This design comes from an exercise in tuning for small area on the open sky130 flow, not from production work. At most, simulation tests tie the RTL to the original design; equivalence was not proved. The clock port is modelled as an ideal driver, which makes a skipped or thinned clock tree look cheaper than it is; a real chip needs a root buffer or a tree. Power is estimated from default activity; no workload was simulated.

==> build 24: inputs <==
## MESI_FSM
module MESI_FSM #(
    parameter Cache_Block_Size = 8,
    parameter host_pid = 2'b00 )(
    input logic clk,
    input logic resetn,
    input logic Core_Op,                     
    output logic PrHlt,
    input logic [3:0] pr_addr,               
    output logic [Cache_Block_Size-1:0] Cache_output,
    input logic [Cache_Block_Size-1:0] Cache_input,
    input logic [(2+3+2+2+Cache_Block_Size)-1:0] bus_in,
    output logic [(2+3+2+2+Cache_Block_Size)-1:0] bus_out,
    input logic flag_in,
    output logic flag_out
    );
clock: 8.0 ns
lec_check: 0
cap_margin: 0
core_margin: 2
core_utilization: 40
gpl_timing_driven: 0
slew_margin: 0
synth_hierarchical: 1
synth_minimum_keep_size: 0
standard.sh (not shown) runs the stock make flow with config.mk's settings and CLKGATE_MAP_FILE= SYNTH_SCRIPT=/design/flow/synth_recipe.tcl, a recipe that flattens the netlist after the stock synthesis.
==> flow/flow/run.sh <==
#!/bin/bash
# The standard ORFS flow (standard.sh, unchanged synthesis) with:
# ABC's buffers removed and every combinational cell downsized after
# floorplan, buf_1 port buffers, and a clock tree of clkbuf_8 without
# dummy loads.
set -euo pipefail
cd "$(dirname "$0")/.."
W=$(pwd)
bash standard.sh \
  REMOVE_ABC_BUFFERS=1 \
  POST_FLOORPLAN_TCL=$W/flow/downsize.tcl \
  BUFFER_PORTS_ARGS="-buffer_cell sky130_fd_sc_hd__buf_1" \
  CTS_ARGS="-sink_clustering_enable -repair_clock_nets -dont_use_dummy_load -buf_list sky130_fd_sc_hd__clkbuf_16 -sink_clustering_size 40 -sink_clustering_max_diameter 200" \
  finish > flow_standard.log 2>&1
==> flow/flow/downsize.tcl <==
# Swap every combinational cell for the smallest cell of the same function
# (same name up to the drive-strength suffix). Later repair steps fix any
# slew, capacitance or timing this breaks.
set db [ord::get_db]
set block [[$db getChip] getBlock]
set dont_use [split $::env(DONT_USE_CELLS)]
set n 0
foreach inst [$block getInsts] {
  set m [$inst getMaster]
  set name [$m getName]
  if { ![regexp {^(sky130_fd_sc_hd__[a-z0-9]+)_([0-9]+)$} $name -> base sz] } { continue }
  if { [regexp {df|dl|tap|fill|decap|conb|clk|probe|lpflow|diode} $base] } { continue }
  set best $m
  foreach s {0 1 2 4 6 8 12 16} {
    set c [$db findMaster ${base}_$s]
    if { $c eq "NULL" || $c eq "" } { continue }
    if { [lsearch -exact $dont_use ${base}_$s] >= 0 } { continue }
    if { [$c getWidth] < [$best getWidth] } { set best $c }
  }
  if { $best ne $m } {
    replace_cell [$inst getName] [$best getName]
    incr n
  }
}
puts "downsize: replaced $n cells"
==> build 63 (differences from build 24) <==
--- a/flow/flow/run.sh
+++ b/flow/flow/run.sh
@@ -12,3 +12,3 @@
   BUFFER_PORTS_ARGS="-buffer_cell sky130_fd_sc_hd__buf_1" \
-  CTS_ARGS="-sink_clustering_enable -repair_clock_nets -dont_use_dummy_load -buf_list sky130_fd_sc_hd__clkbuf_16 -sink_clustering_size 40 -sink_clustering_max_diameter 200" \
+  CTS_ARGS="-sink_clustering_enable -repair_clock_nets -dont_use_dummy_load -buf_list sky130_fd_sc_hd__clkbuf_8 -sink_clustering_size 20" \
   finish > flow_standard.log 2>&1
==> impl_metrics.tcl <==
set metrics [dict create \
    met3_length_um 922 \
    stdcell_area_sq_um 4120 \
    max_stage_delay_ps 980 \
    seq_power_share_pct 47.4 \
    reg2reg_slack_ps 3310 \
    grt_pass1_vias 3460 \
    clk_latency_ps 330 \
    grt_pass1_wl_um 18000 \
    skew_ps 17.4 \
    p_clk_mw 0.334 \
    p_leak_nw 1.61 \
    switching_share_pct 26.9 \
    drt-met1-wl_um 4710 \
    status "timing/DRC/antenna clean" \
    grt_usage_pct 23.3 \
    syn2layout_area_growth_pct 11.4 \
]
The numbers above come from build 24.

==> impl_metrics.tcl <==
set metrics [dict create \
    switching_share_pct 28.7 \
    status "timing/DRC/antenna clean" \
    power_density_nw_per_um2 192 \
    reg2reg_slack_ps 3330 \
    syn2layout_area_growth_pct 8.63 \
    grt_pass1_wl_um 17900 \
    max_stage_delay_ps 960 \
    grt_pass1_vias 3464 \
    clk_latency_ps 350 \
    p_leak_nw 1.57 \
    final_net_count 467 \
    drt-met1-wl_um 4700 \
    met3_length_um 886 \
    rr_startpoint "tagd[0][0]$_DFF_P_" \
    post-route-period-util_pct 77.4 \
    num-multi-input-gates 270 \
    stdcell_area_sq_um 4020 \
    crit_path_end "data[3][1]$_DFF_P_" \
    skew_ps 27.5 \
]
The numbers above come from build 63.

No run of this note included a check of the RTL's function; only the layout flow was run.

==> inputs of 05-12 <==
MESI_FSM, a different RTL version from the one above (not shown whole).
## MESI_FSM
module MESI_FSM #(
    parameter Cache_Block_Size = 8,
    parameter host_pid = 2'b00 )(
    input logic clk,
    input logic resetn,
    input logic Core_Op,                     
    output logic PrHlt,
    input logic [3:0] pr_addr,               
    output logic [Cache_Block_Size-1:0] Cache_output,
    input logic [Cache_Block_Size-1:0] Cache_input,
    input logic [(2+3+2+2+Cache_Block_Size)-1:0] bus_in,
    output logic [(2+3+2+2+Cache_Block_Size)-1:0] bus_out,
    input logic flag_in,
    output logic flag_out
    );
Settings: LEC_CHECK=0, CAP_MARGIN=0, CORE_MARGIN=2, CORE_UTILIZATION=60, GPL_TIMING_DRIVEN=0, SLEW_MARGIN=0, SYNTH_HIERARCHICAL=1, SYNTH_MINIMUM_KEEP_SIZE=0; clock period 8.0 ns.
==> flow/flow/run.sh <==
#!/bin/bash
# The standard ORFS flow (standard.sh, unchanged synthesis) with:
# ABC's buffers removed and every combinational cell downsized after
# floorplan (flow/downsize.tcl), buf_1 port buffers, and a one-level clock
# tree of a few buffers in place of clock_tree_synthesis (flow/manual_cts.tcl).
set -euo pipefail
cd "$(dirname "$0")/.."
W=$(pwd)
bash standard.sh \
  REMOVE_ABC_BUFFERS=1 \
  POST_FLOORPLAN_TCL=$W/flow/downsize.tcl \
  PRE_CTS_TCL=$W/flow/manual_cts.tcl \
  BUFFER_PORTS_ARGS="-buffer_cell sky130_fd_sc_hd__buf_1" \
  finish > flow_standard.log 2>&1
Scripts as last shown in full above: flow/flow/downsize.tcl
Other scripts of this flow, unchanged in this note and not shown: flow/flow/manual_cts.tcl
==> 03-19 (differences from 05-12) <==
--- a/flow/design.v
+++ b/flow/design.v
@@ -25,15 +25,15 @@
     wire [1:0] ptag  = pr_addr[3:2];
     wire [1:0] pidx  = pr_addr[1:0];
     wire [2:0] tid   = bus_in[14:12];
     wire [1:0] btag  = bus_in[11:10];
     wire [1:0] bidx  = bus_in[9:8];
     wire [7:0] bdata = bus_in[7:0];
-    wire [3:0] nps, nbs;
-    mesi_dec u_pdec (.a(pidx), .ns(nps));
-    mesi_dec u_bdec (.a(bidx), .ns(nbs));
+    wire [3:0] ps, bs, nps, nbs;
+    mesi_dec u_pdec (.a(pidx), .s(ps), .ns(nps));
+    mesi_dec u_bdec (.a(bidx), .s(bs), .ns(nbs));
     wire [1:0] sb, sp, tp;
     genvar gi, gj;
     generate for (gj = 0; gj < 2; gj++) begin : g_rd
         mesi_sel4 u_sb (.d0(st[0][gj]),   .d1(st[1][gj]),   .d2(st[2][gj]),   .d3(st[3][gj]),   .ns(nbs), .y(sb[gj]));
         mesi_sel4 u_sp (.d0(st[0][gj]),   .d1(st[1][gj]),   .d2(st[2][gj]),   .d3(st[3][gj]),   .ns(nps), .y(sp[gj]));
         mesi_sel4 u_tp (.d0(tagd[0][gj]), .d1(tagd[1][gj]), .d2(tagd[2][gj]), .d3(tagd[3][gj]), .ns(nps), .y(tp[gj]));
@@ -55,19 +55,19 @@
     wire nk0, sbx;
     c_nor2b  u_sba1 (.a(t01), .bn(sb[1]), .y(sba[1]));
     c_inv    u_nk0  (.a(tid[0]), .y(nk0));
     c_o31a   u_sbx  (.a1(tid[2]), .a2(tid[0]), .a3(sb[1]), .b1(sb[0]), .x(sbx));
     c_mux2   u_sba0 (.a0(sbx), .a1(nk0), .s(t01), .x(sba[0]));
     wire sm1, sm0, e1, e0, y1, y0, same, eqpb, nshr, shr;
-    c_o22ai  u_sm1  (.a1(nps[0]), .a2(nbs[0]), .b1(nps[1]), .b2(nbs[1]), .y(sm1));    
-    c_o22ai  u_sm0  (.a1(nps[2]), .a2(nbs[2]), .b1(nps[3]), .b2(nbs[3]), .y(sm0));    
+    c_xnor2  u_sm1  (.a(pidx[1]), .b(bidx[1]), .y(sm1));
+    c_xnor2  u_sm0  (.a(pidx[0]), .b(bidx[0]), .y(sm0));
     c_xnor2  u_e1   (.a(ptag[1]), .b(btag[1]), .y(e1));
     c_xnor2  u_e0   (.a(ptag[0]), .b(btag[0]), .y(e0));
     c_xnor2  u_y1   (.a(tp[1]), .b(ptag[1]), .y(y1));
     c_xnor2  u_y0   (.a(tp[0]), .b(ptag[0]), .y(y0));
-    c_or2    u_same (.a(sm1), .b(sm0), .x(same));
+    c_and2   u_same (.a(sm1), .b(sm0), .x(same));
     c_and2   u_eqpb (.a(e1), .b(e0), .x(eqpb));
     c_nand2  u_nshr (.a(same), .b(eqpb), .y(nshr));
     c_inv    u_shr  (.a(nshr), .y(shr));
     wire ASm, sbav, spv, v1p, vt, nhitP, hitP, nAt, ns1p1, upgr;
     c_and2   u_ASm  (.a(A), .b(same), .x(ASm));
     c_or2    u_sbav (.a(sba[1]), .b(sba[0]), .x(sbav));
@@ -83,19 +83,17 @@
     c_and2   u_miss (.a(nhitP), .b(rn), .x(missR));
     c_and2   u_fill (.a(missR), .b(cnt[1]), .x(fillR));
     c_inv    u_nfil (.a(fillR), .y(nfillR));
     c_a21o   u_pwr  (.a1(hitP), .a2(Core_Op), .b1(fillR), .x(pwrR));    
     c_or2    u_preq (.a(missR), .b(upgr), .x(preqR));                    
     c_nor2   u_nWR  (.a(pwrR), .b(B), .y(nWR));
-    wire npwrR, nB;
-    c_inv    u_npw  (.a(pwrR), .y(npwrR));
-    c_inv    u_nB   (.a(B), .y(nB));
     c_or2b   u_none (.a(Core_Op), .bn(fillR), .x(nones));               
-    wire Bs, nCD, cbx, cby, co_sbd, cbz, co_k, co_nff;
+    wire Bs, CD, nCD, cbx, cby, co_sbd, cbz, co_k, co_nff;
     c_and2   u_Bs   (.a(B), .b(same), .x(Bs));
-    c_or3    u_nCD  (.a(Core_Op), .b(nhitP), .c(Bs), .x(nCD));
+    c_nor3   u_CD   (.a(Core_Op), .b(nhitP), .c(Bs), .y(CD));
+    c_inv    u_nCD  (.a(CD), .y(nCD));
     c_nor2   u_cbx  (.a(eqpb), .b(cnt[1]), .y(cbx));
     c_or2    u_cby  (.a(shr), .b(cbx), .x(cby));
     c_and3b  u_csbd (.an(Core_Op), .b(B), .c(cby), .x(co_sbd));
     c_nor3   u_cbz  (.a(B), .b(hitP), .c(cnt[1]), .y(cbz));
     c_o21a   u_cok  (.a1(Core_Op), .a2(cbz), .b1(rn), .x(co_k));
     assign co_nff = nones;
@@ -131,14 +129,14 @@
     end endgenerate
     generate for (gj = 0; gj < 8; gj++) begin : g_xv
         c_mux2 u_xv (.a0(bdata[gj]), .a1(Cache_input[gj]), .s(Core_Op), .x(xval[gj]));
     end endgenerate
     wire [3:0] Lp, tkeep, Ab, Kp, load, keep, one, co_s, bo_s;
     generate for (gi = 0; gi < 4; gi++) begin : g_blk
-        mesi_blk u_blk (.rst(rst), .nps(nps[gi]), .nbs(nbs[gi]),
-                        .nWR(nWR), .nA(nA), .npwrR(npwrR), .nB(nB), .nones(nones), .nCD(nCD), .nBD(nBD),
+        mesi_blk u_blk (.rst(rst), .ps(ps[gi]), .bs(bs[gi]), .nps(nps[gi]), .nbs(nbs[gi]),
+                        .nWR(nWR), .nA(nA), .pwrR(pwrR), .B(B), .nones(nones), .nCD(nCD), .nBD(nBD),
                         .Lp(Lp[gi]), .tkeep(tkeep[gi]), .Ab(Ab[gi]), .Kp(Kp[gi]),
                         .load(load[gi]), .keep(keep[gi]), .one(one[gi]),
                         .co_s(co_s[gi]), .bo_s(bo_s[gi]));
     end endgenerate
     logic [7:0] dnext [0:3];
     logic [1:0] tnext [0:3];
@@ -180,31 +178,35 @@
         cnt      <= cnt_next;
         PrHlt    <= h_next;
     end
     assign bus_out = {host_pid, bo_tid, bo_addr, bo_data};
 endmodule
 module mesi_blk (
-    input  logic rst, nps, nbs,
-    input  logic nWR, nA, npwrR, nB, nones, nCD, nBD,
+    input  logic rst, ps, bs, nps, nbs,
+    input  logic nWR, nA, pwrR, B, nones, nCD, nBD,
     output logic Lp, tkeep, Ab, Kp, load, keep, one, co_s, bo_s);
     wire bsA;
     c_nor2 u_Lp (.a(nps), .b(nWR), .y(Lp));           
     c_nor2 u_tk (.a(Lp), .b(rst), .y(tkeep));
     c_nor2 u_bA (.a(nbs), .b(nA), .y(bsA));           
     c_nor3 u_Ab (.a(nbs), .b(nA), .c(Lp), .y(Ab));
     c_nor3 u_Kp (.a(rst), .b(Lp), .c(bsA), .y(Kp));
-    c_o22ai u_ld (.a1(npwrR), .a2(nps), .b1(nB), .b2(nbs), .y(load));    
+    c_a22o u_ld (.a1(pwrR), .a2(ps), .b1(B), .b2(bs), .x(load));    
     c_nor2 u_kp (.a(load), .b(rst), .y(keep));
     c_nor2 u_on (.a(nones), .b(nps), .y(one));
     c_nor2 u_cs (.a(nCD), .b(nps), .y(co_s));
     c_nor2 u_bs (.a(nBD), .b(nbs), .y(bo_s));
 endmodule
-module mesi_dec (input logic [1:0] a, output logic [3:0] ns);
+module mesi_dec (input logic [1:0] a, output logic [3:0] s, output logic [3:0] ns);
     wire n1, n0;
     c_inv   u_n1 (.a(a[1]), .y(n1));
     c_inv   u_n0 (.a(a[0]), .y(n0));
+    c_nor2  u_s0 (.a(a[1]), .b(a[0]), .y(s[0]));
+    c_nor2  u_s1 (.a(a[1]), .b(n0),   .y(s[1]));
+    c_nor2  u_s2 (.a(n1),   .b(a[0]), .y(s[2]));
+    c_nor2  u_s3 (.a(n1),   .b(n0),   .y(s[3]));
     c_nand2 u_n0s (.a(n1),   .b(n0),   .y(ns[0]));
     c_nand2 u_n1s (.a(n1),   .b(a[0]), .y(ns[1]));
     c_nand2 u_n2s (.a(a[1]), .b(n0),   .y(ns[2]));
     c_nand2 u_n3s (.a(a[1]), .b(a[0]), .y(ns[3]));
 endmodule
 module mesi_sel4 (input logic d0, d1, d2, d3, input logic [3:0] ns, output logic y);
@@ -244,14 +246,12 @@
 module c_nor2   (input logic a, b, output logic y);                assign y = ~(a | b);                   endmodule
 module c_nor3   (input logic a, b, c, output logic y);             assign y = ~(a | b | c);               endmodule
 module c_and2   (input logic a, b, output logic x);                assign x = a & b;                      endmodule
 module c_and3   (input logic a, b, c, output logic x);             assign x = a & b & c;                  endmodule
 module c_and4   (input logic a, b, c, d, output logic x);          assign x = a & b & c & d;              endmodule
 module c_or2    (input logic a, b, output logic x);                assign x = a | b;                      endmodule
-module c_or3    (input logic a, b, c, output logic x);             assign x = a | b | c;                  endmodule
-module c_o22ai  (input logic a1, a2, b1, b2, output logic y);      assign y = ~((a1 | a2) & (b1 | b2));   endmodule
 module c_xnor2  (input logic a, b, output logic y);                assign y = ~(a ^ b);                   endmodule
 module c_nor2b  (input logic a, bn, output logic y);               assign y = ~a & bn;                    endmodule
 module c_or2b   (input logic a, bn, output logic x);               assign x = a | ~bn;                    endmodule
 module c_or3b   (input logic a, b, cn, output logic x);            assign x = a | b | ~cn;                endmodule
 module c_nand3b (input logic an, b, c, output logic y);            assign y = an | ~b | ~c;               endmodule
 module c_and3b  (input logic an, b, c, output logic x);            assign x = ~an & b & c;                endmodule
CORE_UTILIZATION = 75   (was 60)
==> comparison table <==
|  | 03-19 | 05-12 |
|---|---|---|
| Status | timing/DRC/antenna clean | timing/DRC/antenna clean |
| Overall die height | 72.7 um | 80.4 um |
| Final worst path period share | 74.2% | 74.7% |
| Power consumption | 0.693 mW | 0.691 mW |
| Worst-margin pin slew | 0.984 ns | 0.926 ns |
| Multi-In Gates | 245 | 237 |
| Post-synthesis compound-gate area fraction | 29.8% | 30.2% |
| First drt pass iteration count | 9 | 8 |
| Normalized max-slew margin | 34.0% | 37.9% |
| Core region area | 4630 um2 | 5570 um2 |
| Biggest fanout along the worst timing path | 8 | 9 |
| Number of global-route vias before repair | 2795 | 2649 |
| Power in combinational cells | 0.120 mW | 0.117 mW |
| Combinational share of power | 17.3% | 16.9% |
| Power share of the sequential group | 60.8% | 61.0% |
| Routed length on met2 | 3890 um | 3580 um |
| GR Layer Usage met3 | 4.01% | 1.35% |
| Net count, final | 440 | 433 |
| Destination of the critical timing path | bo_data[6]$_DFF_P_ | data[3][4]$_DFF_P_ |
| Detailed-routed wire length on met3 | 1000 um | 915 um |
| Length in cells of the worst reg-to-reg path | 14 | 15 |
| Average via count per standard cell | 7.22 | 6.76 |
| HPWL Detailed | 6760 um | 6710 um |
| Syn avg cell area | 10.2 um2 | 10.3 um2 |
| Worst skew pair latency | 0.13 ns | 0.14 ns |
| Sequential logic power | 0.422 mW | 0.421 mW |
| Wire length per cell | 19.6 um | 18.6 um |
No run of this note takes its clock network from TritonCTS; it comes from the design's own scripts or RTL.

[re-timing with driven ports]
The flow's constraints put no driver on any port. The routed layouts listed below were extracted and timed again, unchanged, in two steps. Step 1 sets driving cells, clkbuf_16 on the clock port and buf_2 on the other inputs (assumed; they add their load-dependent delay and slew). Step 2, shift: input delay + t, output delay - t, t = (earliest + latest rising clock arrival at the registers) / 2. This alone moves slack from input paths to output paths. Three values: no drivers, after step 1, after step 2; two values: the first two.
run	t, ns	slack for setup (ns)	worst setup path after step 2	clock arrival spread, ns	slew at the worst register clock pin (ns)
build 24	0.361	1.802 / 1.817 / 1.455	input to register	0.017 / 0.017	0.06 / 0.06
build 63	0.365	1.812 / 1.822 / 1.457	input to register	0.027 / 0.028	0.08 / 0.08
05-12	0.196	2.025 / 2.071 / 1.875	input to register	0.013 / 0.014	0.10 / 0.10
03-19	0.197	2.063 / 2.111 / 1.914	input to register	0.004 / 0.004	0.09 / 0.10
After both steps setup and hold are still met in every run listed. The setup slack of build 63, which loses most, moves by +0.010 ns with the drivers and by -0.355 ns with both steps.
